From an optimization exercise on the open Yosys and OpenROAD flow, aimed at small area; shortcuts taken in it are not production practice.
In this exercise RTL edits were held to simulation tests only and were not proved equivalent to the original.
Power is estimated from default activity; no workload was simulated.

`flow/constraint.sdc`:
```
create_clock -name core_clock -period 10.0 [get_ports {CLK}]
set_input_delay 2.0000 -clock core_clock [delete_from_list [all_inputs] [get_ports {CLK}]]
set_output_delay 2.0000 -clock core_clock [all_outputs]
set_load 0.01 [all_outputs]
```
`flow/config.mk`:
```
export PLATFORM = sky130hd
export DESIGN_NAME = Config
export DESIGN_NICKNAME = Config
export VERILOG_FILES = /design/flow/design.v
export SDC_FILE = /design/flow/constraint.sdc
export NUM_CORES = 4
export LEC_CHECK = 0
export CAP_MARGIN = 20
export CORE_MARGIN = 2
export CORE_UTILIZATION = 65
export PLACE_DENSITY = 0.75
export SLEW_MARGIN = 20
export SYNTH_HIERARCHICAL = 1
```
`flow/flow/run.sh`:
```
#!/bin/bash
# The standard layout (the standard.sh: standard synthesis, floorplan, power grid,
# tap cells, placement, CTS, routing), with two changes to how cells are chosen:
#  - the port buffers that every input and output gets are sky130_fd_sc_hd__buf_1
#  - CTS uses clkbuf_4 leaf clusters of at most 10 sinks and inserts no dummy loads
# ORFS writes each step's full log under orfs/logs/; make's own output goes to flow_make.log.
set -euo pipefail
bash standard.sh \
  "BUFFER_PORTS_ARGS=-buffer_cell sky130_fd_sc_hd__buf_1" \
  "CTS_ARGS=-sink_clustering_enable -repair_clock_nets -dont_use_dummy_load -buf_list sky130_fd_sc_hd__clkbuf_4 -sink_clustering_size 10 -sink_clustering_max_diameter 60" \
  finish > flow_make.log 2>&1
```
`flow/standard.sh`:
```
#!/bin/bash
# synth_recipe.tcl (not shown) runs the flow's synth.tcl, then flattens the netlist and writes it again
# the make line also repeats each setting of config.mk as NAME=value (left out here)
make -C /OpenROAD-flow-scripts/flow DESIGN_CONFIG=/design/flow/config.mk WORK_HOME=/design/flow/orfs CLKGATE_MAP_FILE= SYNTH_SCRIPT=/design/flow/synth_recipe.tcl "${@:-finish}"
```
`flow/design.v`:
```
module Config (CLK, RST, Rx, ComActive, ReceiveLED, s_clk, s_data, SelfWriteData, SelfWriteStrobe, ConfigWriteData, ConfigWriteStrobe, FrameAddressRegister, LongFrameStrobe, RowSelect);
	input CLK;
	input RST;  
	input Rx;
	output ComActive;
	output ReceiveLED;
	input s_clk;
	input s_data;
	input [31:0] SelfWriteData;
	input SelfWriteStrobe;
	output [31:0] ConfigWriteData;
	output ConfigWriteStrobe;
	output reg [31:0] FrameAddressRegister;
	output LongFrameStrobe;
	output [4:0] RowSelect;
	localparam TimeOutEnd = 15'h5922;  
	localparam TestFileChecksum = 20'h4FB00;
	localparam WaitForStartBit=4'b0000, DelayAfterStartBit=4'b0001, GetBit0=4'b1000, GetStopBit=4'b0010;
	localparam Idle=3'b000, GetID_00=3'b001, GetID_AA=3'b011, GetID_FF=3'b010, GetCommand=3'b110, EvalCommand=3'b111, GetData=3'b101;
	reg RxLocal;
	reg [4:0] ComCount;
	reg [3:0] ComState;
	reg [7:0] ReceivedWord;      
	reg [2:0] PresentState;
	reg HeaderOK_HexMode;
	reg [14:0] TimeOutCounter;   
	reg [1:0] ByteStage;         
	reg [1:0] GetWordState;
	reg [31:0] UART_WriteData;   
	reg [19:0] CRCReg;
	reg UART_LED;
	reg [21:0] blink;            
	reg blink_bit;               
	wire ComTick = ComCount[4] & ~ComCount[2] & ~ComCount[1] & ComCount[0];  
	wire InWait = ~ComState[3] & ~ComState[1] & ~ComState[0];
	wire InStop = ~ComState[3] & ComState[1];
	wire StopTick = InStop & ComTick;
	wire [14:0] TimeOut = TimeOutCounter ^ 15'h2AAA;
	wire [21:0] blink_s = blink ^ 22'h2AAAAA;
	wire TimeToSend = (TimeOut == TimeOutEnd);
	wire blink_zero = (blink_s[20:0] == 21'd0);
	wire TimeOutReload = (PresentState == Idle) | InStop;
	wire TimeOutKeep = ~TimeOutReload;
	wire NotRST = ~RST;
	wire [14:0] TimeOutNext;
	wire [21:0] blink_next;
	assign TimeOutNext[0] = TimeOutReload | (TimeOut[14] ^ TimeOut[13]);
	assign blink_next[0] = NotRST & (blink_s[21] ^ blink_s[20] ^ blink_zero);
	genvar gs;
	generate
		for (gs = 1; gs < 15; gs = gs + 1) begin : g_timeout
			if (gs % 2) begin : g_odd    
				nor2_cell u_g (.a(TimeOutReload), .b(TimeOutCounter[gs-1]), .y(TimeOutNext[gs]));
			end else begin : g_even      
				nand2_cell u_g (.a(TimeOutKeep), .b(TimeOutCounter[gs-1]), .y(TimeOutNext[gs]));
			end
		end
		for (gs = 1; gs < 22; gs = gs + 1) begin : g_blink
			if (gs % 2) begin : g_odd    
				nand2_cell u_g (.a(NotRST), .b(blink[gs-1]), .y(blink_next[gs]));
			end else begin : g_even      
				nor2_cell u_g (.a(RST), .b(blink[gs-1]), .y(blink_next[gs]));
			end
		end
	endgenerate
	wire InData = PresentState[2] & ~PresentState[1];    
	wire ByteDone = StopTick & InData & ~HeaderOK_HexMode;
	wire AddByte = ByteStage[0] & ~ByteStage[1];
	wire WriteByte = ByteStage[0] & ByteStage[1];
	wire InBits = ComState[3];
	wire [7:0] CRCAddend = ReceivedWord & {8{AddByte}};
	wire [20:0] CRCCarry;
	wire [19:0] CRCSum;
	assign CRCCarry[0] = 1'b0;
	genvar gc;
	generate for (gc = 0; gc < 20; gc = gc + 1) begin : g_crc
		if (gc < 8) begin : g_lo
			assign CRCSum[gc] = CRCReg[gc] ^ CRCAddend[gc] ^ CRCCarry[gc];
			assign CRCCarry[gc+1] = (CRCReg[gc] & CRCAddend[gc]) | (CRCCarry[gc] & (CRCReg[gc] ^ CRCAddend[gc]));
		end else begin : g_hi
			assign CRCSum[gc] = CRCReg[gc] ^ CRCCarry[gc];
			assign CRCCarry[gc+1] = CRCReg[gc] & CRCCarry[gc];
		end
	end endgenerate
	wire ClearData = RST | ~InData | TimeToSend;
	wire rw_shift = ComTick & InBits;
	wire rw_hold = ~rw_shift;
	wire [7:0] rw_next;
	wire [3:0] wd_load, wd_hold;
	wire [31:0] wd_next;
	genvar gw;
	generate
		for (gw = 0; gw < 8; gw = gw + 1) begin : g_rw
			ao22_cell u_g (.a(rw_shift), .b(gw == 7 ? RxLocal : ReceivedWord[gw+1]), .c(rw_hold), .d(ReceivedWord[gw]), .y(rw_next[gw]));
		end
		for (gw = 0; gw < 4; gw = gw + 1) begin : g_lane
			assign wd_load[gw] = ~ClearData & WriteByte & (GetWordState == gw);
			assign wd_hold[gw] = ~ClearData & ~(WriteByte & (GetWordState == gw));
		end
		for (gw = 0; gw < 32; gw = gw + 1) begin : g_wd
			ao22_cell u_g (.a(wd_load[3 - gw / 8]), .b(ReceivedWord[gw % 8]), .c(wd_hold[3 - gw / 8]), .d(UART_WriteData[gw]), .y(wd_next[gw]));
		end
	endgenerate
	wire UART_ComActive = InData;
	wire UART_WriteStrobe = ~ByteStage[0] & ByteStage[1] & (GetWordState == 2'd0);  
	always @ (posedge CLK) begin
		RxLocal <= Rx | RST;
		if (InWait)
			ComCount <= 5'b00001;
		else
			ComCount <= {ComCount[3:0], ~(ComCount[4] ^ (ComCount[1] & ~ComCount[2]))};
		if (RST)
			ComState <= WaitForStartBit;
		else if (InWait) begin
			if (!RxLocal)
				ComState <= DelayAfterStartBit;
		end else if (ComTick) begin
			if (InStop)
				ComState <= WaitForStartBit;
			else if (!InBits)
				ComState <= GetBit0;
			else if (ComState[2:0] == 3'b111)
				ComState <= GetStopBit;
			else
				ComState <= {1'b1, ComState[2] ^ (ComState[1] & ComState[0]), ComState[1] ^ ComState[0], ~ComState[0]};
		end
		ReceivedWord <= rw_next;   
		if (StopTick) begin
			case (PresentState)
			GetID_00: HeaderOK_HexMode <= (ReceivedWord == 8'h00);
			GetID_AA: HeaderOK_HexMode <= HeaderOK_HexMode & (ReceivedWord == 8'hAA);
			GetID_FF: HeaderOK_HexMode <= HeaderOK_HexMode & (ReceivedWord == 8'hFF);
			GetCommand: HeaderOK_HexMode <= HeaderOK_HexMode & (ReceivedWord[6:0] == 7'h01 || ReceivedWord[6:0] == 7'h02);
			default: ;
			endcase
		end
		if (PresentState == EvalCommand)
			HeaderOK_HexMode <= ReceivedWord[7];
		if (RST)
			PresentState <= Idle;
		else case (PresentState)
			Idle: if (InWait && !RxLocal) PresentState <= GetID_00;
			GetID_00: if (TimeToSend) PresentState <= Idle; else if (StopTick) PresentState <= GetID_AA;
			GetID_AA: if (TimeToSend) PresentState <= Idle; else if (StopTick) PresentState <= GetID_FF;
			GetID_FF: if (TimeToSend) PresentState <= Idle; else if (StopTick) PresentState <= GetCommand;
			GetCommand: if (TimeToSend) PresentState <= Idle; else if (StopTick) PresentState <= EvalCommand;
			EvalCommand: PresentState <= HeaderOK_HexMode ? GetData : Idle;
			GetData: if (TimeToSend) PresentState <= Idle;
			default: PresentState <= Idle;
		endcase
		TimeOutCounter <= TimeOutNext;
		if (RST)
			ByteStage <= 2'b00;
		else begin
			ByteStage[1] <= ByteStage[0];
			ByteStage[0] <= ByteDone | AddByte;
		end
		if (!InData)
			GetWordState <= 2'd0;
		else if (WriteByte)
			GetWordState <= {GetWordState[1] ^ GetWordState[0], ~GetWordState[0]};
		UART_WriteData <= wd_next;   
		if (RST)
			CRCReg <= TestFileChecksum;
		else if (PresentState == GetCommand)
			CRCReg <= 20'd0;
		else
			CRCReg <= CRCSum;
		if (RST)
			UART_LED <= 1'b0;
		else if (InData)
			UART_LED <= 1'b1;
		else if (PresentState == Idle && CRCReg != TestFileChecksum)
			UART_LED <= blink_bit;
		else
			UART_LED <= 1'b0;
		blink <= blink_next;   
		if (RST)
			blink_bit <= 1'b0;
		else
			blink_bit <= blink_bit ^ (blink_zero & ~blink_s[21]);
	end
	reg [3:0] s_clk_sample;
	reg s_data_sample0;
	reg [2:0] s_data_delay;      
	reg [31:0] serial_data;
	reg [3:0] ctrl_state;
	reg ctrl_full;
	reg local_strobe;
	reg old_local_strobe;
	reg BitBangWriteStrobe;
	reg [31:0] BitBangWriteData;
	reg BitBangActive;
	function [3:0] kmp_next;
	input [3:0] st;
	input b;
	begin
		case (st)
		4'd0: kmp_next = b ? 4'd1 : 4'd0;
		4'd1: kmp_next = b ? 4'd2 : 4'd0;
		4'd2: kmp_next = b ? 4'd3 : 4'd0;
		4'd3: kmp_next = b ? 4'd4 : 4'd0;
		4'd4: kmp_next = b ? 4'd5 : 4'd0;
		4'd5: kmp_next = b ? 4'd5 : 4'd6;
		4'd6: kmp_next = b ? 4'd7 : 4'd0;
		4'd7: kmp_next = b ? 4'd2 : 4'd8;
		4'd8: kmp_next = b ? 4'd9 : 4'd0;
		4'd9: kmp_next = b ? 4'd2 : 4'd10;
		4'd10: kmp_next = b ? 4'd11 : 4'd0;
		4'd11: kmp_next = b ? 4'd12 : 4'd0;
		4'd12: kmp_next = b ? 4'd3 : 4'd13;
		4'd13: kmp_next = b ? 4'd1 : 4'd14;
		4'd14: kmp_next = b ? 4'd1 : 4'd15;
		default: kmp_next = b ? 4'd1 : 4'd0;    
		endcase
	end
	endfunction
	wire s_data3 = s_data_delay[2];
	wire bb_rise = ~s_clk_sample[3] & s_clk_sample[2];
	wire bb_fall = s_clk_sample[3] & ~s_clk_sample[2];
	wire on_match = ctrl_full & ctrl_state[0];
	wire off_match = ctrl_full & ~ctrl_state[0];
	wire bb_hold = ~bb_rise;
	wire bbd_hold = ~on_match;
	wire [31:16] sd_hi_next;
	wire [31:0] bbd_next;
	genvar gh;
	generate
		for (gh = 16; gh < 32; gh = gh + 1) begin : g_sdhi
			ao22_cell u_g (.a(bb_rise), .b(serial_data[gh-1]), .c(bb_hold), .d(serial_data[gh]), .y(sd_hi_next[gh]));
		end
		for (gh = 0; gh < 32; gh = gh + 1) begin : g_bbd
			ao22_cell u_g (.a(on_match), .b(serial_data[gh]), .c(bbd_hold), .d(BitBangWriteData[gh]), .y(bbd_next[gh]));
		end
	endgenerate
	wire sd_ld = ~RST & bb_rise;
	wire sd_hd = ~RST & ~bb_rise;
	wire [15:0] sd_next;
	genvar gd;
	generate for (gd = 0; gd < 16; gd = gd + 1) begin : g_sd
		ao22_cell u_g (.a(sd_ld), .b(gd == 0 ? s_data3 : serial_data[gd-1]), .c(sd_hd), .d(serial_data[gd]), .y(sd_next[gd]));
	end endgenerate
	always @ (posedge CLK) begin
		s_data_delay <= {s_data_delay[1:0], s_data_sample0};
		serial_data[15:0] <= sd_next;   
		old_local_strobe <= local_strobe;  
		serial_data[31:16] <= sd_hi_next;
		BitBangWriteData <= bbd_next;   
		if (RST) begin
			s_clk_sample <= 4'b0;
			s_data_sample0 <= 1'b0;
			ctrl_state <= 4'd0;
			ctrl_full <= 1'b0;
			local_strobe <= 1'b0;
			BitBangWriteStrobe <= 1'b0;
			BitBangActive <= 1'b0;
		end else begin
			s_clk_sample <= {s_clk_sample[2:0], s_clk};
			s_data_sample0 <= s_data;
			if (bb_fall) begin
				ctrl_state <= kmp_next(ctrl_state, s_data3);
				ctrl_full <= (ctrl_state == 4'd15);
			end
			local_strobe <= on_match;
			BitBangWriteStrobe <= local_strobe & ~old_local_strobe;
			if (on_match)
				BitBangActive <= 1'b1;
			else if (off_match)
				BitBangActive <= 1'b0;
		end
	end
	wire SelBitBang = ~UART_ComActive & BitBangActive;
	wire SelCPU = ~UART_ComActive & ~BitBangActive;
	genvar gi;
	generate for (gi = 0; gi < 32; gi = gi + 1) begin : g_data
		port_select u_sel (.a(UART_WriteData[gi]), .b(BitBangWriteData[gi]), .sb(SelBitBang), .c(SelfWriteData[gi]), .sc(SelCPU), .y(ConfigWriteData[gi]));
	end endgenerate
	port_select u_sel_strobe (.a(UART_WriteStrobe), .b(BitBangWriteStrobe), .sb(SelBitBang), .c(SelfWriteStrobe), .sc(SelCPU), .y(ConfigWriteStrobe));
	assign ComActive = UART_ComActive;
	assign ReceiveLED = UART_LED ^ BitBangWriteStrobe;
	reg [3:0] FrameShiftState;
	reg synced;
	reg old_reset;
	reg [1:0] frame_strobe;
	wire restart = ~old_reset & (UART_ComActive | BitBangActive);
	wire last_row = ConfigWriteStrobe & (FrameShiftState == 4'd1);
	wire far_load = ~restart & ConfigWriteStrobe & (FrameShiftState == 4'd0) & synced & ~ConfigWriteData[20];
	wire far_ld = ~RST & far_load;
	wire far_hd = ~RST & ~far_load;
	wire [31:0] far_next;
	genvar gf;
	generate for (gf = 0; gf < 32; gf = gf + 1) begin : g_far
		ao22_cell u_g (.a(far_ld), .b(ConfigWriteData[gf]), .c(far_hd), .d(FrameAddressRegister[gf]), .y(far_next[gf]));
	end endgenerate
	always @ (posedge CLK) begin
		old_reset <= UART_ComActive | BitBangActive;
		FrameAddressRegister <= far_next;   
		if (RST) begin
			synced <= 1'b0;
			FrameShiftState <= 4'd0;
			frame_strobe <= 2'b00;
		end else begin
			frame_strobe[1] <= frame_strobe[0];
			frame_strobe[0] <= (last_row & ~restart) | (frame_strobe[0] & ~frame_strobe[1]);
			if (restart) begin
				synced <= 1'b0;
				FrameShiftState <= 4'd0;
			end else if (ConfigWriteStrobe) begin
				if (FrameShiftState != 4'd0) begin
					FrameShiftState <= {FrameShiftState[3] ^ ~(FrameShiftState[2] | FrameShiftState[1] | FrameShiftState[0]), FrameShiftState[2] ^ ~(FrameShiftState[1] | FrameShiftState[0]), FrameShiftState[1] ^ ~FrameShiftState[0], ~FrameShiftState[0]};
				end else if (!synced) begin
					if (ConfigWriteData == 32'hFAB0_FAB1)
						synced <= 1'b1;
				end else if (ConfigWriteData[20]) begin
					synced <= 1'b0;
				end else begin
					FrameShiftState <= 4'd12;
				end
			end
		end
	end
	assign LongFrameStrobe = frame_strobe[1];
	assign RowSelect = ConfigWriteStrobe ? {1'b0, FrameShiftState} : 5'b11111;
endmodule
module port_select (input a, input b, input sb, input c, input sc, output y);
	assign y = a | (b & sb) | (c & sc);
endmodule
module nor2_cell (input a, input b, output y);
	assign y = ~(a | b);
endmodule
module nand2_cell (input a, input b, output y);
	assign y = ~(a & b);
endmodule
module ao22_cell (input a, input b, input c, input d, output y);
	assign y = (a & b) | (c & d);
endmodule
```
==> results of run 1 <==
[logic make-up after synthesis]
family	count (synthesis)	synth area share, %
and+or+nand+nor	223	14.0
buffers and inverters	40	1.77
xor gates and xnor gates	7	0.723
adders and majority gates	25	4.31
muxes	5	0.620
AOI/OAI and AO/OA	225	22.3
DFF	238	56.3
[cell usage after synthesis, drive strengths merged, types with 2 or more instances]
master	instances	area (um^2)
nand4b	5	50.0
nor3	6	30.0
or4	3	22.5
o21a	2	15.0
xnor2	4	35.0
and3b	2	17.5
nand2	58	218
a2111oi	2	17.5
and2	20	125
a21oi	26	130
or3	2	12.5
o21ai	5	25.0
o31ai	2	15.0
a311oi	2	17.5
a221o	33	330
nor4b	3	26.3
fa	7	140
o211ai	2	15.0
nor2	59	221
nand3	4	20.0
nor2b	13	81.3
and4b	3	30.0
nand4	7	43.8
dfxtp	237	4740
xor2	3	26.3
ha	18	225
mux2i	3	30.0
a22o	138	1210
nor4	5	31.3
clkbuf	18	67.6
mux2	2	22.5
nor4bb	7	70.1
nor3b	2	15.0
nand4bb	2	22.5
inv	22	82.6
nand2b	17	106
[per-module statistics from Yosys (local to each module, per instance)]
module       cells  flops+latches
port_select      1              0
nor2_cell        1              0
Config         559            238
nand2_cell       1              0
ao22_cell        1              0
[state kept, by name (all words and copies together), names as in the netlist, 2 cells and up]
name and flops:
ComState 4, UART_WriteData 32, GetWordState 2, ComCount 5, FrameAddressRegister 32, s_data_delay 3, s_clk_sample 4, TimeOutCounter 15
PresentState 3, CRCReg 20, BitBangWriteData 32, FrameShiftState 4, ByteStage 2, frame_strobe 2, blink 22, ctrl_state 4
serial_data 32, ReceivedWord 8
[layer usage]
layer | global-route usage [%] | up-vias | wire length, um
li1 | - | 3110 | -
met1 | 34.0 | 3172 | 8220
met2 | 44.7 | 194 | 8980
met3 | 4.39 | 34 | 949
met4 | 7.00 | 0 | 395
met5 | 0 | - | 0
[path summary, 6_finish.rpt]
kind,depth (start not counted),end,slack [ns]
worst min register to register,0,s_data_delay[2]$_DFF_P_,0.33
worst max-delay path,27,CRCReg[18]$_SDFF_PP1_,4.29
worst max register to register,27,CRCReg[18]$_SDFF_PP1_,4.29
worst min-delay path,0,s_data_delay[2]$_DFF_P_,0.33
[layout make-up]
cell class	instances	area (um^2)	share of cell area, %
clock buffers	27	203	2.18
inverters	22	82.6	0.887
multi-input cells	485	3570	38.4
flip-flops and latches	238	4770	51.3
well taps	172	215	2.31
repair buffers	116	459	4.93
[through the flow]
| step | cell area (um^2) | hold slack [ns] | power, W | util (%) | cells |
|---|---|---|---|---|---|
| 2_1_floorplan | 8480 | 0.310 | 0.00101 | - | 763 |
| 3_3_place_gp | 9090 | 0.316 | 0.00103 | 71.7 | 1032 |
| 3_5_place_dp | 9090 | 0.315 | 0.00104 | 71.7 | 1032 |
| 4_1_cts | 9290 | 0.336 | 0.00142 | 73.3 | 1059 |
| 5_1_grt | 9310 | 0.348 | 0.00147 | 73.5 | 1060 |
| 6_report | 9310 | 0.331 | 0.00141 | 73.5 | 1060 |
[worst register-to-register path, cell delays in order (launching register included)]
cell and delay (ns):
dfxtp_1 0.34, nor2b_1 0.22, and2_1 0.19, ha_1 0.18, inv_1 0.07, fa_1 0.20, fa_1 0.17, inv_1 0.05
fa_1 0.42, fa_1 0.44, fa_1 0.44, fa_1 0.39, inv_1 0.08, fa_1 0.17, inv_1 0.05, ha_1 0.18
ha_1 0.18, ha_1 0.18, ha_1 0.18, ha_1 0.18, ha_1 0.18, ha_1 0.18, ha_1 0.18, ha_1 0.18
ha_1 0.19, ha_1 0.27, nand2_1 0.06, nand2_1 0.05
[report_power, final]
group	total, W	internal, W	switching (W)
logic	0.0000564	0.0000221	0.0000343
clock network	0.000398	0.000124	0.000273
registers	0.000958	0.000953	0.00000469
total	0.00141	0.00110	0.000312
==> impl_metrics.csv, run 1 <==
group,metric,value,unit
synth,synth_edf_count,1,
synth,ys_types,58,
drt,drtPass1Iterations,5,
worst_hold_path,holdCritStartpoint,"s_data_delay[1]$_DFF_P_",
clock_tree,cts_made_buffers,27,
worst_hold_path,worstHoldPathType,"reg2reg",
synth,synth_ff_type,"dfxtp_1",
grt,antenna_found_initial,0,
clock_tree,worstSkewPairLatency,0.65,ns
sta,rsz0062_at_grt,"no",
worst_setup_path,startpoint_type,"flip-flop",
sta,drv_slew,0,
clock_tree,htreeDepth,1,
place,io_buffers,110,
worst_setup_path,critical_path_class,"reg2reg",
synth,ys_warn_count,7,
drt,remaining_drc_errors,0,
layout,drive_gt1_share,4.95,%
clock_tree,cts.sinks,238,
clock_tree,post_cts_resize_count,0,
drt,drt-wirelength-per-cell,17.5,um
sta,final_hold_viol_count,0,
worst_setup_path,critical-path-slowest-cell,"fa_1",
drt,drtAntennaViolNets,0,
synth,syn_avg_cell_area,11.1,um^2
worst_setup_path,crit_buf_inv,4,
clock_tree,cts.root.buffer_cell,"clkbuf_4",
drt,viasPerCell,6.14,
grt,grtUsageTotal,26.0,%
layout,layout_common_cells,"dfxtp_1, a22o_1, buf_1, nand2_1, nor2_1",
worst_setup_path,worstSetupEndpointType,"flip-flop",
synth,synthArstFlopShare,0,%
clock_tree,cts_tree,"done",
sta,worstMarginPinSlew,0.994,ns
synth,synth_fp_nets,826,
sta,relSlewSlack,33.3,%
drt,num_vias,6510,
place,gp_congestion,0.851,
place,dp_hpwl,12700,um
pwr,ir_worst_vdd,0.132,mV
synth,netlist_instances,763,
synth,ys_seq_area_share,56.3,%
synth,ys_ff_latch,238,
clock_tree,clkTransAtPathRegs,0.10,ns
pwr,cellPowerDensity,152,nW/um^2
pwr,power_leakage,3.63,nW
clock_tree,post_cts_buffers,0,
worst_setup_path,cp-startpoint,"ByteStage[0]$_SDFF_PP0_",
grt,grt_overflow,0,
worst_setup_path,critPathMaxStageDelay,0.44,ns
place,pre_cts_ws,4.29,ns
synth,syn_area,8480,um^2
floorplanning,coreArea,12700,um^2
layout,area_growth,9.77,%
layout,fin_nets,953,
grt,grt_start_max_net_pins,44,
layout,diodes,0,
sta,fmaxAchievable,0.175,GHz
worst_setup_path,crit_required,10.50,ns
floorplanning,pin_count,111,
floorplanning,rows,41,
grt,grt_first_pass_wirelength,30600,um
worst_setup_path,crit_family,"adder cells",
sta,setup_violations,0,
flow_run,max_cap_violations,0,
worst_setup_path,arrival,6.21,ns
clock_tree,clock_path_buffers,3,
outcome,outcome,"timing/DRC/antenna clean",
grt,grt_pass1_vias,6255,
worst_setup_path,r2r-start,"ByteStage[0]$_SDFF_PP0_",
worst_setup_path,path_common_cell,"ha_1",
sta,finalSetupTns,0,ns
floorplanning,start_util,66.9,%
floorplanning,dieWidth,118,um
worst_setup_path,crit_fanout,9,
sta,clock_skew,0.0341,ns
sta,finalCritPeriodShare,57.1,%
clock_tree,ctsHoldBuffers,0,
sta,fin_ws,4.29,ns
drt,drt_iter0_markers,470,
layout,final_common_cell,"dfxtp_1",
floorplanning,dieArea,14000,um^2
drt,finalWirelength,18500,um
sta,fin_crit,5.71,ns
layout,fill_cells,996,
floorplanning,die_y,118,um
==> inputs of run 2 (changes only) <==
--- a/flow/flow/run.sh
+++ b/flow/flow/run.sh
@@ -2,7 +2,8 @@
 # The standard layout (the standard.sh: standard synthesis, floorplan, power grid,
 # tap cells, placement, CTS, routing), with two changes to how cells are chosen:
 #  - the port buffers that every input and output gets are sky130_fd_sc_hd__buf_1
-#  - CTS uses clkbuf_4 leaf clusters of at most 10 sinks and inserts no dummy loads
+#  - CTS builds the clock tree from clkbuf_4 with leaf clusters of at most 10 sinks,
+#    and inserts no dummy loads
 # ORFS writes each step's full log under orfs/logs/; make's own output goes to flow_make.log.
 set -euo pipefail
 bash standard.sh \
==> impl_metrics.csv, run 2 <==
group,metric,value,unit
clock_tree,htreeDepth,1,
sta,rsz0062_at_grt,"no",
sta,finalSetupTns,0,ns
clock_tree,cts_tree,"done",
layout,diodes,0,
synth,syn_avg_cell_area,11.1,um^2
worst_setup_path,rrSetupSlack,4.29,ns
layout,fin_nets,953,
drt,finalWirelength,18500,um
synth,synthTopCellsByArea,"dfxtp_1, a22o_1, a221o_1",
sta,finalCritPeriodShare,57.1,%
clock_tree,cts.sinks,238,
grt,grt_first_pass_wirelength,30600,um
sta,clock_skew,0.0341,ns
pwr,p_total,0.00141,W
sta,relSlewSlack,33.3,%
synth,yosysMostFrequentCell,"dfxtp_1",
worst_setup_path,arrival,6.21,ns
floorplanning,dieArea,14000,um^2
place,io_buffers,110,
clock_tree,post_cts_buffers,0,
floorplanning,pin_count,111,
synth,ys_top_cells_by_count,"dfxtp_1, a22o_1, nor2_1",
synth,synth_ff_type,"dfxtp_1",
clock_tree,cts_made_buffers,27,
worst_hold_path,holdPathEnd,"s_data_delay[2]$_DFF_P_",
synth,yosys.area.top_type_share,55.9,%
sta,fin_crit,5.71,ns
floorplanning,start_util,66.9,%
outcome,outcome,"timing/DRC/antenna clean",
floorplanning,dieWidth,118,um
drt,drtAntennaViolNets,0,
synth,netlist_instances,763,
drt,remaining_drc_errors,0,
drt,drt-wirelength-per-cell,17.5,um
grt,grt_pass1_vias,6255,
worst_hold_path,holdCritStartpoint,"s_data_delay[1]$_DFF_P_",
grt,grt_overflow,0,
synth,ys_types,58,
grt,antenna_found_initial,0,
floorplanning,coreArea,12700,um^2
worst_hold_path,hold_depth,0,
sta,final_hold_viol_count,0,
floorplanning,die_y,118,um
worst_setup_path,ff2ff_path_depth,27,
grt,grt_start_max_net_pins,44,
layout,drive_gt1_share,4.95,%
clock_tree,clock_path_buffers,3,
worst_setup_path,r2r-start,"ByteStage[0]$_SDFF_PP0_",
drt,viasPerCell,6.14,
pwr,ir_worst_vdd,0.132,mV
flow_run,max_cap_violations,0,
layout,final_common_cell,"dfxtp_1",
drt,num_vias,6510,
sta,setup_violations,0,
sta,drv_slew,0,
synth,ys_warn_count,7,
worst_setup_path,critical_path_class,"reg2reg",
synth,synth_fp_nets,826,
drt,drt_iter0_markers,470,
grt,grtUsageTotal,26.0,%
worst_setup_path,cp-startpoint,"ByteStage[0]$_SDFF_PP0_",
synth,synth_area_leader_cell,"dfxtp_1",
layout,layout_common_cells,"dfxtp_1, a22o_1, buf_1, nand2_1, nor2_1",
layout,fill_cells,996,
worst_hold_path,worstHoldPathType,"reg2reg",
clock_tree,clkTransAtPathRegs,0.10,ns
worst_setup_path,crit_fanout,9,
worst_setup_path,worstSetupEndpointType,"flip-flop",
floorplanning,rows,41,
synth,ys_ff_latch,238,
synth,ys_seq_area_share,56.3,%
synth,synth_edf_count,1,
synth,syn_area,8480,um^2
place,dp_hpwl,12700,um
sta,fmaxAchievable,0.175,GHz
worst_setup_path,r2r_end,"CRCReg[18]$_SDFF_PP1_",
pwr,power_leakage,3.63,nW
synth,synthArstFlopShare,0,%
layout,area_growth,9.77,%
worst_setup_path,crit_required,10.50,ns
worst_setup_path,startpoint_type,"flip-flop",
clock_tree,ctsHoldBuffers,0,
drt,drtPass1Iterations,5,
place,gp_congestion,0.851,
sta,worstMarginPinSlew,0.994,ns
pwr,cellPowerDensity,152,nW/um^2
clock_tree,worstSkewPairLatency,0.65,ns
clock_tree,post_cts_resize_count,0,
clock_tree,cts.root.buffer_cell,"clkbuf_4",
==> run 2: worst max-delay path by stage <==
stage | end | slack, ns | cells past startpoint
after CTS | CRCReg[18]$_SDFF_PP1_ | 4.27 | 27
final | CRCReg[18]$_SDFF_PP1_ | 4.29 | 27
after floorplan | FrameAddressRegister[0]$_DFF_P_ | 4.47 | 5
after global routing | CRCReg[18]$_SDFF_PP1_ | 3.95 | 27
after detailed placement | CRCReg[19]$_SDFF_PP0_ | 4.29 | 27
after global placement | CRCReg[18]$_SDFF_PP1_ | 4.49 | 27
==> run 2: cell families (layout without fill, tap and decap cells) <==
logic type / Yosys count / in the layout / synth area share (%)
flops: 238 / 238 / 56.3
compound gates: 225 / 225 / 22.3
simple gates: 223 / 223 / 14.0
buf+inv: 40 / 165 / 1.77
fa+ha+maj: 25 / 25 / 4.31
xor+xnor: 7 / 7 / 0.723
mux: 5 / 5 / 0.620
==> run 2: power breakdown <==
part / switching [W] / internal [W] / total, W
combinational: 0.0000343 / 0.0000221 / 0.0000564
sequential: 0.00000469 / 0.000953 / 0.000958
clock: 0.000273 / 0.000124 / 0.000398
total: 0.000312 / 0.00110 / 0.00141
==> run 2: per-stage QoR <==
| stage | utilization [%] | setup slack, ns | cells | hold WS (ns) | instance area [um^2] |
|---|---|---|---|---|---|
| 2_1_floorplan | - | 4.47 | 763 | 0.310 | 8480 |
| 3_3_place_gp | 71.7 | 4.49 | 1032 | 0.316 | 9090 |
| 3_5_place_dp | 71.7 | 4.29 | 1032 | 0.315 | 9090 |
| 4_1_cts | 73.3 | 4.27 | 1059 | 0.336 | 9290 |
| 5_1_grt | 73.5 | 3.95 | 1060 | 0.348 | 9310 |
| 6_report | 73.5 | 4.29 | 1060 | 0.331 | 9310 |
==> run 2: routing by layer <==
layer / up-vias / track usage [%] / routed length (um) / part of all wire (%)
met2: 194 / 44.7 / 8980 / 48
met3: 34 / 4.39 / 949 / 5.1
met5: - / 0 / 0 / 0
met4: 0 / 7.00 / 395 / 2.1
li1: 3110 / - / - / -
met1: 3172 / 34.0 / 8220 / 44
==> run 2: worst max-delay path, cell delays in order, from the launching register on <==
cell     delay (ns)
dfxtp_1        0.34
nor2b_1        0.22
and2_1         0.19
ha_1           0.18
inv_1          0.07
fa_1           0.20
fa_1           0.17
inv_1          0.05
fa_1           0.42
fa_1           0.44
fa_1           0.43
fa_1           0.39
inv_1          0.08
fa_1           0.17
inv_1          0.05
ha_1           0.18
ha_1           0.18
ha_1           0.18
ha_1           0.18
ha_1           0.18
ha_1           0.18
ha_1           0.18
ha_1           0.18
ha_1           0.18
ha_1           0.19
ha_1           0.27
nand2_1        0.06
nand2_1        0.05
==> run 2: area by class of cell <==
| class | count | area [um^2] | area share [%] |
|---|---|---|---|
| multi-input cells | 485 | 3570 | 38.4 |
| clock buffers | 27 | 203 | 2.18 |
| repair buffers | 116 | 459 | 4.93 |
| inverters | 22 | 82.6 | 0.887 |
| well taps | 172 | 215 | 2.31 |
| flip-flops and latches | 238 | 4770 | 51.3 |
==> run 2: Yosys stat by module (local to each module, per instance) <==
module	cell area (um^2)	cells inside
Config	6830	559
port_select	10.0	1
ao22_cell	8.76	1
nand2_cell	3.75	1
nor2_cell	3.75	1
==> inputs of run 3 (changes only) <==
--- a/flow/config.mk
+++ b/flow/config.mk
@@ -5,9 +5,9 @@
 export SDC_FILE = /design/flow/constraint.sdc
 export NUM_CORES = 4
 export LEC_CHECK = 0
-export CAP_MARGIN = 20
+export CAP_MARGIN = 0
 export CORE_MARGIN = 2
 export CORE_UTILIZATION = 65
 export PLACE_DENSITY = 0.75
-export SLEW_MARGIN = 20
+export SLEW_MARGIN = 0
 export SYNTH_HIERARCHICAL = 1
==> impl_metrics.csv, run 3 <==
group,metric,value,unit
worst_setup_path,critPathMaxStageDelay,0.44,ns
worst_setup_path,path_common_cell,"ha_1",
place,io_buffers,110,
worst_setup_path,r2r-start,"ByteStage[0]$_SDFF_PP0_",
drt,finalWirelength,18500,um
floorplanning,dieWidth,118,um
sta,finalSetupTns,0,ns
sta,finalCritPeriodShare,57.2,%
drt,drt_iter0_markers,456,
synth,yosys.area.top_type_share,55.9,%
worst_setup_path,r2r_end,"CRCReg[18]$_SDFF_PP1_",
synth,synth_fp_nets,826,
layout,layout_common_cells,"dfxtp_1, a22o_1, buf_1, nand2_1, nor2_1",
clock_tree,cts.sinks,238,
drt,num_vias,6518,
layout,fin_nets,952,
drt,drt-wirelength-per-cell,17.5,um
drt,viasPerCell,6.15,
layout,drive_gt1_share,4.51,%
floorplanning,coreArea,12700,um^2
worst_hold_path,holdPathEnd,"s_data_delay[2]$_DFF_P_",
worst_setup_path,critical-path-slowest-cell,"fa_1",
synth,synth_area_leader_cell,"dfxtp_1",
synth,syn_avg_cell_area,11.1,um^2
synth,synthArstFlopShare,0,%
worst_setup_path,crit_buf_inv,4,
worst_setup_path,critical_path_class,"reg2reg",
synth,ys_seq_area_share,56.3,%
floorplanning,die_y,118,um
floorplanning,rows,41,
sta,fin_ws,4.28,ns
clock_tree,post_cts_buffers,0,
worst_setup_path,arrival,6.22,ns
worst_setup_path,ff2ff_path_depth,27,
synth,synth_edf_count,1,
pwr,ir_worst_vdd,0.133,mV
layout,diodes,0,
synth,synth_adder_area_share,4.31,%
worst_hold_path,hold_depth,0,
pwr,cellPowerDensity,152,nW/um^2
synth,synth_xor_area_share,0.723,%
sta,fin_crit,5.72,ns
pwr,power_leakage,3.64,nW
layout,instances_no_fill,1059,
synth,synthTopCellsByArea,"dfxtp_1, a22o_1, a221o_1",
sta,final_hold_viol_count,0,
drt,drtAntennaViolNets,0,
grt,grt_first_pass_wirelength,30600,um
sta,rsz0062_at_grt,"no",
layout,final_common_cell,"dfxtp_1",
outcome,outcome,"timing/DRC/antenna clean",
synth,yosysMostFrequentCell,"dfxtp_1",
place,dp_hpwl,12700,um
place,gp_congestion,0.851,
sta,drv_slew,0,
clock_tree,cts_tree,"done",
worst_setup_path,startpoint_type,"flip-flop",
clock_tree,ctsHoldBuffers,0,
sta,clock_skew,0.0324,ns
clock_tree,cts_made_buffers,27,
worst_hold_path,worstHoldPathType,"reg2reg",
synth,synth-compound-area-share,22.3,%
drt,drtPass1Iterations,7,
sta,fmaxAchievable,0.175,GHz
layout,area_growth,9.56,%
flow_run,max_cap_violations,0,
sta,relSlewSlack,15.8,%
synth,ys_top_cells_by_count,"dfxtp_1, a22o_1, nor2_1",
clock_tree,cts.root.buffer_cell,"clkbuf_4",
synth,synth_ff_type,"dfxtp_1",
synth,synthSimpleGateAreaFrac,14.0,%
worst_setup_path,rrSetupSlack,4.28,ns
worst_setup_path,crit_required,10.50,ns
clock_tree,worstSkewPairLatency,0.65,ns
clock_tree,clkTransAtPathRegs,0.10,ns
clock_tree,clock_path_buffers,3,
place,place_inst,1032,
synth,synth_top_family_by_area,"compound AO/OA/AOI/OAI gates",
sta,setup_violations,0,
worst_setup_path,worstSetupEndpointType,"flip-flop",
grt,grt_overflow,0,
worst_hold_path,holdCritStartpoint,"s_data_delay[1]$_DFF_P_",
grt,grt_start_max_net_pins,44,
synth,netlist_instances,763,
sta,worstMarginPinSlew,1.26,ns
synth,muxShareOfSynthArea,0.620,%
synth,ys_warn_count,7,
synth,ys_types,58,
synth,syn_area,8480,um^2
floorplanning,pin_count,111,
grt,grt_pass1_vias,6255,
worst_setup_path,crit_fanout,9,
synth,ys_ff_latch,238,
place,pre_cts_ws,4.29,ns
worst_setup_path,crit_family,"adder cells",
grt,antenna_found_initial,0,
floorplanning,dieArea,14000,um^2
grt,grtUsageTotal,26.0,%
drt,remaining_drc_errors,0,
clock_tree,post_cts_resize_count,0,
floorplanning,start_util,66.9,%
clock_tree,htreeDepth,1,
-- run 3: cell counts after synthesis --
No cell type changed its count.
-- run 3: cell families after synthesis --
group,Yosys count
buf+inv,40
fa+ha+maj,25
compound gates,225
xor+xnor,7
simple gates,223
mux,5
flops,238
-- run 3: modules after synthesis, one instance, submodules excluded --
module	flops+latches	cell area [um^2]
Config	238	6830
port_select	0	10.0
ao22_cell	0	8.76
nand2_cell	0	3.75
nor2_cell	0	3.75
-- run 3: worst register-to-register path: stages, from the launching register on --
cell and delay [ns]:
dfxtp_1 0.34, nor2b_1 0.22, and2_1 0.20, ha_1 0.18, inv_1 0.07, fa_1 0.20
fa_1 0.17, inv_1 0.05, fa_1 0.42, fa_1 0.45, fa_1 0.44, fa_1 0.39
inv_1 0.08, fa_1 0.17, inv_1 0.05, ha_1 0.18, ha_1 0.18, ha_1 0.18
ha_1 0.18, ha_1 0.18, ha_1 0.18, ha_1 0.18, ha_1 0.18, ha_1 0.18
ha_1 0.19, ha_1 0.27, nand2_1 0.06, nand2_1 0.05
-- run 3: worst max-delay path by stage --
stage	from	end	slack, ns	cells after the start
final	ByteStage[0]$_SDFF_PP0_	CRCReg[18]$_SDFF_PP1_	4.28	27
after global routing	ByteStage[0]$_SDFF_PP0_	CRCReg[18]$_SDFF_PP1_	3.95	27
after CTS	ByteStage[0]$_SDFF_PP0_	CRCReg[18]$_SDFF_PP1_	4.27	27
after detailed placement	ByteStage[0]$_SDFF_PP0_	CRCReg[19]$_SDFF_PP0_	4.29	27
after global placement	ByteStage[0]$_SDFF_PP0_	CRCReg[18]$_SDFF_PP1_	4.49	27
after floorplan	SelfWriteStrobe	FrameAddressRegister[0]$_DFF_P_	4.47	5
-- run 3: metrics by stage --
stage / cell area (um^2) / utilization (%) / hold WS [ns] / total power (W)
after global routing: 9290 / 73.3 / 0.348 / 0.00147
after global placement: 9090 / 71.7 / 0.316 / 0.00103
after floorplan: 8480 / - / 0.310 / 0.00101
after detailed placement: 9090 / 71.7 / 0.315 / 0.00104
after CTS: 9290 / 73.3 / 0.336 / 0.00142
final: 9290 / 73.3 / 0.331 / 0.00141
-- run 3: power breakdown --
| group | switching (W) | leakage (nW) | internal, W | total [W] |
|---|---|---|---|---|
| combinational | 0.0000341 | 1.59 | 0.0000217 | 0.0000558 |
| sequential | 0.00000460 | 1.92 | 0.000953 | 0.000958 |
| clock | 0.000273 | 0.124 | 0.000124 | 0.000397 |
-- run 3: final cells by class --
type                            instances  area [um^2]
Sequential cell                       238         4770
Fill cell                             994         3380
Clock buffer                           27          203
Multi-Input combinational cell        485         3560
Tap cell                              172          215
Inverter                               22         82.6
Timing Repair Buffer                  115          452
-- run 3: routing by layer --
layer	global-route usage (%)	wire, um	vias to the layer above
met5	0	0	-
met4	7.00	365	0
met2	44.7	8990	167
met1	34.0	8290	3193
met3	4.39	835	40
li1	-	-	3118
==> inputs of run 4 (changes only) <==
==> flow/flow/run.sh (replaced) <==
#!/bin/bash
# The standard layout (the standard.sh: standard synthesis, floorplan, power grid,
# tap cells, placement, CTS, routing), with two changes to how cells are chosen:
#  - the port buffers that every input and output gets are sky130_fd_sc_hd__buf_1
#  - CTS uses clkbuf_4 leaf clusters of at most 9 sinks under a clkbuf_8 root and inserts no dummy loads
# ORFS writes each step's full log under orfs/logs/; make's own output goes to flow_make.log.
set -euo pipefail
bash standard.sh \
  "BUFFER_PORTS_ARGS=-buffer_cell sky130_fd_sc_hd__buf_1" \
  "CTS_ARGS=-sink_clustering_enable -repair_clock_nets -dont_use_dummy_load -buf_list sky130_fd_sc_hd__clkbuf_4 -root_buf sky130_fd_sc_hd__clkbuf_8 -sink_clustering_size 9 -sink_clustering_max_diameter 60" \
  finish > flow_make.log 2>&1
--- a/flow/config.mk
+++ b/flow/config.mk
@@ -5,9 +5,9 @@
 export SDC_FILE = /design/flow/constraint.sdc
 export NUM_CORES = 4
 export LEC_CHECK = 0
-export CAP_MARGIN = 0
+export CAP_MARGIN = 20
 export CORE_MARGIN = 2
 export CORE_UTILIZATION = 65
 export PLACE_DENSITY = 0.75
-export SLEW_MARGIN = 0
+export SLEW_MARGIN = 20
 export SYNTH_HIERARCHICAL = 1
==> impl_metrics.csv, run 4 <==
group,metric,value,unit
worst_hold_path,holdPathEnd,"s_data_delay[0]$_DFF_P_",
worst_hold_path,worstHoldPathType,"reg2reg",
sta,drv_slew,0,
sta,fmaxAchievable,0.175,GHz
grt,antenna_found_initial,0,
clock_tree,cts.root.buffer_cell,"clkbuf_8",
grt,grt_pass1_vias,6290,
place,pre_cts_ws,4.29,ns
sta,fin_crit,5.71,ns
worst_setup_path,critical-path-slowest-cell,"fa_1",
worst_setup_path,crit_family,"adder cells",
flow_run,max_cap_violations,0,
pwr,seq_power_share,66.3,%
sta,relSlewSlack,35.6,%
sta,rsz0062_at_grt,"no",
synth,synth_edf_count,1,
floorplanning,dieArea,14000,um^2
worst_setup_path,critical_path_class,"reg2reg",
floorplanning,pin_count,111,
worst_hold_path,holdCritStartpoint,"s_data_sample0$_SDFF_PP0_",
sta,final_hold_viol_count,0,
clock_tree,ctsHoldBuffers,0,
grt,grt_start_max_net_pins,44,
synth,synthArstFlopShare,0,%
pwr,cellPowerDensity,155,nW/um^2
worst_setup_path,critPathMaxStageDelay,0.44,ns
worst_setup_path,r2r-start,"ByteStage[0]$_SDFF_PP0_",
synth,synth_fp_nets,826,
clock_tree,post_cts_resize_count,0,
layout,fill_cells,988,
layout,layout_common_cells,"dfxtp_1, a22o_1, buf_1, nand2_1, nor2_1",
worst_setup_path,arrival,6.10,ns
layout,area_growth,10.2,%
synth,syn_area,8480,um^2
worst_hold_path,hold_depth,0,
sta,fin_ws,4.29,ns
synth,yosysMostFrequentCell,"dfxtp_1",
clock_tree,worstSkewPairLatency,0.52,ns
worst_setup_path,crit_required,10.39,ns
layout,regArea,4770,um^2
sta,finalCritPeriodShare,57.1,%
sta,worst_hold_slack,0.336,ns
worst_setup_path,startpoint_type,"flip-flop",
clock_tree,clock_path_buffers,3,
worst_setup_path,crit_fanout,9,
drt,num_vias,6509,
pwr,combPwrFrac,3.9,%
synth,ys_seq_area_share,56.3,%
layout,final_common_cell,"dfxtp_1",
pwr,power_leakage,3.65,nW
floorplanning,dieWidth,118,um
drt,drt-wirelength-per-cell,17.4,um
place,io_buffers,110,
drt,drtPass1Iterations,5,
layout,drive_gt1_share,5.28,%
synth,netlist_instances,763,
drt,drtAntennaViolNets,0,
clock_tree,clkTransAtPathRegs,0.10,ns
worst_setup_path,r2r_end,"CRCReg[18]$_SDFF_PP1_",
drt,remaining_drc_errors,0,
worst_setup_path,path_common_cell,"ha_1",
drt,finalWirelength,18500,um
synth,yosys.area.top_type_share,55.9,%
synth,ys_types,58,
sta,worstMarginPinSlew,0.960,ns
pwr,ir_worst_vdd,0.128,mV
clock_tree,cts_made_buffers,30,
clock_tree,post_cts_buffers,0,
drt,viasPerCell,6.13,
synth,synthTopCellsByArea,"dfxtp_1, a22o_1, a221o_1",
drt,drt_iter0_markers,481,
layout,multiInputGateArea,3580,um^2
worst_setup_path,ff2ff_path_depth,27,
worst_setup_path,worstSetupEndpointType,"flip-flop",
sta,setup_violations,0,
synth,synth_ff_type,"dfxtp_1",
worst_setup_path,rrSetupSlack,4.29,ns
synth,syn_avg_cell_area,11.1,um^2
synth,synth_area_leader_cell,"dfxtp_1",
layout,fin_nets,955,
floorplanning,die_y,118,um
sta,finalSetupTns,0,ns
clock_tree,cts_tree,"done",
pwr,swShare,22.0,%
outcome,outcome,"timing/DRC/antenna clean",
clock_tree,cts.sinks,238,
place,dp_hpwl,12700,um
synth,ys_ff_latch,238,
grt,grt_overflow,0,
synth,ys_top_cells_by_count,"dfxtp_1, a22o_1, nor2_1",
pwr,p_sw,0.000318,W
grt,grtUsageTotal,26.0,%
sta,clock_skew,0.0336,ns
layout,diodes,0,
place,gp_congestion,0.851,
pwr,pwr-share-clk,29.9,%
grt,grt_first_pass_wirelength,30500,um
floorplanning,rows,41,
pwr,p_int,0.00113,W
worst_setup_path,crit_buf_inv,4,
floorplanning,start_util,66.9,%
synth,ys_warn_count,7,
clock_tree,htreeDepth,1,
floorplanning,coreArea,12700,um^2
## run 4: cell counts after synthesis
Identical to the previous run, type by type.
## run 4: per-layer routing
metal | GRT usage, % | up-vias | routed length (um)
li1 | - | 3127 | -
met1 | 33.8 | 3134 | 8140
met2 | 44.5 | 207 | 8900
met3 | 3.81 | 41 | 959
met4 | 8.89 | 0 | 457
met5 | 0 | - | 0
## run 4: power by group through the flow
stage	logic (W)	clock network, W	registers [W]
2_1_floorplan	0.0000372	0	0.000978
3_3_place_gp	0.0000545	0	0.000979
3_5_place_dp	0.0000560	0	0.000980
4_1_cts	0.0000560	0.000442	0.000958
5_1_grt	0.0000613	0.000481	0.000959
6_report	0.0000558	0.000432	0.000958
## run 4: cell families (layout without fill, tap and decap cells)
group	count (synthesis)	count (layout)	synth area share, %
AOI/OAI and AO/OA	225	225	22.3
xor gates and xnor gates	7	7	0.723
adders and majority gates	25	25	4.31
buffers and inverters	40	167	1.77
DFF	238	238	56.3
muxes	5	5	0.620
and+or+nand+nor	223	223	14.0
## run 4: per-module statistics from Yosys, one instance, submodules excluded
module | cells inside | copies in the design
Config | 559 | 1
ao22_cell | 1 | 136
nand2_cell | 1 | 18
nor2_cell | 1 | 17
port_select | 1 | 33
## run 4: worst reg2reg max path: cells and delay by family (launching register included)
| kind | cells | cell delay, ns |
|---|---|---|
| buffers and inverters | 4 | 0.25 |
| AND/OR/NAND/NOR | 4 | 0.52 |
| adder cells (fa/ha/maj) | 19 | 4.48 |
| flip-flops | 1 | 0.33 |
## run 4: how the worst max path moves through the flow
stage / start / endpoint / cells after the start
CTS: ByteStage[0]$_SDFF_PP0_ / CRCReg[18]$_SDFF_PP1_ / 27
floorplan: SelfWriteStrobe / FrameAddressRegister[0]$_DFF_P_ / 5
detailed placement: ByteStage[0]$_SDFF_PP0_ / CRCReg[19]$_SDFF_PP0_ / 27
global route: ByteStage[0]$_SDFF_PP0_ / CRCReg[18]$_SDFF_PP1_ / 27
finish: ByteStage[0]$_SDFF_PP0_ / CRCReg[18]$_SDFF_PP1_ / 27
global placement: ByteStage[0]$_SDFF_PP0_ / CRCReg[18]$_SDFF_PP1_ / 27
## run 4: final cells by class
type | instances | share of cell area (%)
multi-input combinational | 485 | 38.3
tap | 172 | 2.30
sequential | 238 | 51.1
timing repair buffer | 115 | 4.83
clock buffer | 30 | 2.61
inverter | 22 | 0.884
## run 4: stage by stage
stage,instance area [um^2],util [%],total power (W),std cells
CTS,9330,73.7,0.00146,1062
floorplan,8480,-,0.00101,763
finish,9350,73.8,0.00145,1062
global route,9350,73.8,0.00150,1062
global placement,9090,71.7,0.00103,1032
detailed placement,9090,71.7,0.00104,1032
==> inputs of run 5 (changes only) <==
--- a/flow/flow/run.sh
+++ b/flow/flow/run.sh
@@ -2,7 +2,8 @@
 # The standard layout (the standard.sh: standard synthesis, floorplan, power grid,
 # tap cells, placement, CTS, routing), with two changes to how cells are chosen:
 #  - the port buffers that every input and output gets are sky130_fd_sc_hd__buf_1
-#  - CTS uses clkbuf_4 leaf clusters of at most 9 sinks under a clkbuf_8 root and inserts no dummy loads
+#  - CTS builds the clock tree from clkbuf_4 leaf clusters of at most 9 sinks under a clkbuf_8 root,
+#    and inserts no dummy loads
 # ORFS writes each step's full log under orfs/logs/; make's own output goes to flow_make.log.
 set -euo pipefail
 bash standard.sh \
==> impl_metrics.csv, run 5 <==
group,metric,value,unit
sta,fin_crit,5.71,ns
flow_run,max_cap_violations,0,
synth,ys_warn_count,7,
synth,synth_edf_count,1,
sta,setup_violations,0,
pwr,ir_worst_vdd,0.128,mV
worst_hold_path,worstHoldPathType,"reg2reg",
sta,drv_slew,0,
sta,clock_skew,0.0336,ns
clock_tree,post_cts_resize_count,0,
drt,drt_iter0_markers,481,
clock_tree,ctsHoldBuffers,0,
synth,synthTopCellsByArea,"dfxtp_1, a22o_1, a221o_1",
clock_tree,cts.root.buffer_cell,"clkbuf_8",
drt,drtAntennaViolNets,0,
synth,ys_top_cells_by_count,"dfxtp_1, a22o_1, nor2_1",
worst_setup_path,crit_fanout,9,
synth,netlist_instances,763,
grt,grt_first_pass_wirelength,30500,um
floorplanning,dieWidth,118,um
clock_tree,cts_made_buffers,30,
worst_setup_path,path_common_cell,"ha_1",
drt,drt-wirelength-per-cell,17.4,um
worst_setup_path,worstSetupEndpointType,"flip-flop",
sta,fmaxAchievable,0.175,GHz
outcome,outcome,"timing/DRC/antenna clean",
sta,finalSetupTns,0,ns
clock_tree,htreeDepth,1,
layout,drive_gt1_share,5.28,%
layout,fin_nets,955,
grt,grtUsageTotal,26.0,%
sta,final_hold_viol_count,0,
layout,final_common_cell,"dfxtp_1",
layout,area_growth,10.2,%
floorplanning,start_util,66.9,%
drt,remaining_drc_errors,0,
floorplanning,coreArea,12700,um^2
grt,antenna_found_initial,0,
place,gp_congestion,0.851,
grt,grt_start_max_net_pins,44,
clock_tree,clock_path_buffers,3,
drt,num_vias,6509,
clock_tree,worstSkewPairLatency,0.52,ns
worst_setup_path,arrival,6.10,ns
layout,instances_no_fill,1062,
floorplanning,die_y,118,um
synth,synthArstFlopShare,0,%
synth,ys_types,58,
worst_setup_path,critPathMaxStageDelay,0.44,ns
sta,rsz0062_at_grt,"no",
worst_setup_path,critical_path_class,"reg2reg",
synth,ys_ff_latch,238,
layout,diodes,0,
place,io_buffers,110,
clock_tree,cts_tree,"done",
sta,relSlewSlack,35.6,%
worst_setup_path,cp-startpoint,"ByteStage[0]$_SDFF_PP0_",
synth,syn_avg_cell_area,11.1,um^2
worst_setup_path,critical-path-slowest-cell,"fa_1",
grt,grt_overflow,0,
worst_hold_path,holdCritStartpoint,"s_data_sample0$_SDFF_PP0_",
floorplanning,pin_count,111,
clock_tree,clkTransAtPathRegs,0.10,ns
worst_setup_path,startpoint_type,"flip-flop",
worst_setup_path,ff2ff_path_depth,27,
synth,yosys.area.top_type_share,55.9,%
sta,worstMarginPinSlew,0.960,ns
place,dp_hpwl,12700,um
clock_tree,post_cts_buffers,0,
sta,finalCritPeriodShare,57.1,%
synth,synth_ff_type,"dfxtp_1",
floorplanning,dieArea,14000,um^2
synth,ys_seq_area_share,56.3,%
synth,synth_fp_nets,826,
drt,viasPerCell,6.13,
pwr,power_leakage,3.65,nW
worst_setup_path,crit_required,10.39,ns
worst_setup_path,r2r-start,"ByteStage[0]$_SDFF_PP0_",
floorplanning,rows,41,
clock_tree,cts.sinks,238,
place,place_inst,1032,
pwr,cellPowerDensity,155,nW/um^2
drt,finalWirelength,18500,um
grt,grt_pass1_vias,6290,
layout,layout_common_cells,"dfxtp_1, a22o_1, buf_1, nand2_1, nor2_1",
synth,synth_area_leader_cell,"dfxtp_1",
synth,syn_area,8480,um^2
synth,yosysMostFrequentCell,"dfxtp_1",
drt,drtPass1Iterations,5,
worst_hold_path,hold_depth,0,
## run 5: cell counts after synthesis
No cell type changed its count.
## run 5: logic make-up after synthesis
| kind of cell | share of synthesized area (%) |
|---|---|
| flops | 56.3 |
| compound gates | 22.3 |
| simple gates | 14.0 |
| buf+inv | 1.77 |
| fa+ha+maj | 4.31 |
| xor+xnor | 0.723 |
| mux | 0.620 |
## run 5: metrics by stage
stage          utilization, %  setup slack [ns]  cell area (um^2)  hold slack [ns]  power (W)
3_3_place_gp             71.7              4.49              9090            0.316    0.00103
6_report                 73.8              4.29              9350            0.336    0.00145
3_5_place_dp             71.7              4.29              9090            0.315    0.00104
5_1_grt                  73.8              3.95              9350            0.349    0.00150
4_1_cts                  73.7              4.28              9330            0.342    0.00146
2_1_floorplan               -              4.47              8480            0.310    0.00101
## run 5: modules after synthesis (local to each module, per instance)
module,times used,cell area (um^2)
Config,1,6830
port_select,33,10.0
ao22_cell,136,8.76
nand2_cell,18,3.75
nor2_cell,17,3.75
## run 5: cell type report
| class | instances | area, um^2 |
|---|---|---|
| tap | 172 | 215 |
| timing repair buffer | 115 | 452 |
| multi-input combinational | 485 | 3580 |
| inverter | 22 | 82.6 |
| clock buffer | 30 | 244 |
| fill | 988 | 3330 |
| sequential | 238 | 4770 |
## run 5: path summary, 6_finish.rpt
path | endpoint | slack, ns
max | CRCReg[18]$_SDFF_PP1_ | 4.29
max reg2reg | CRCReg[18]$_SDFF_PP1_ | 4.29
min | s_data_delay[0]$_DFF_P_ | 0.34
min reg2reg | s_data_delay[0]$_DFF_P_ | 0.34
## run 5: critical path, delay by kind of cell, from the launching register on
family / cells / cell delay (ns)
adders and majority gates: 19 / 4.48
and+or+nand+nor: 4 / 0.52
DFF: 1 / 0.33
buffers and inverters: 4 / 0.25
## run 5: layer usage
metal  vias up  global-route usage [%]  wire length, um
met1      3134                    33.8             8140
met3        41                    3.81              959
met5         -                       0                0
met4         0                    8.89              457
li1       3127                       -                -
met2       207                    44.5             8900
## run 5: where the power goes
| part | switching, W | leakage (nW) | internal (W) | total (W) |
|---|---|---|---|---|
| Sequential | 0.00000463 | 1.92 | 0.000953 | 0.000958 |
| Combinational | 0.0000339 | 1.59 | 0.0000219 | 0.0000558 |
| Clock | 0.000279 | 0.146 | 0.000152 | 0.000432 |

## separate check: timing with driven ports
Ports are ideal in the flow. The routed layouts listed here were re-timed in OpenROAD. Step 1 (the two cells are an assumption about what drives the block):
set clk [get_ports {CLK}]
set_driving_cell -lib_cell sky130_fd_sc_hd__clkbuf_16 $clk
set_driving_cell -lib_cell sky130_fd_sc_hd__buf_2 [delete_from_list [all_inputs] $clk]
Step 2 also shifts input and output timing later by t, the mid clock arrival at the registers, as if the neighbouring blocks saw the same clock. Three values: no drivers, after step 1, after step 2; two values: the first two.
run | t (ns) | setup slack, ns | clock arrival spread, ns
run 1 | 0.665 | 4.292 / 4.292 / 4.292 | 0.034 / 0.034
run 2 | 0.665 | 4.292 / 4.292 / 4.292 | 0.034 / 0.034
run 3 | 0.667 | 4.285 / 4.285 / 4.285 | 0.033 / 0.033
run 4 | 0.552 | 4.293 / 4.293 / 4.293 | 0.060 / 0.061
run 5 | 0.552 | 4.293 / 4.293 / 4.293 | 0.060 / 0.061
After both steps setup and hold are still met in every run listed.
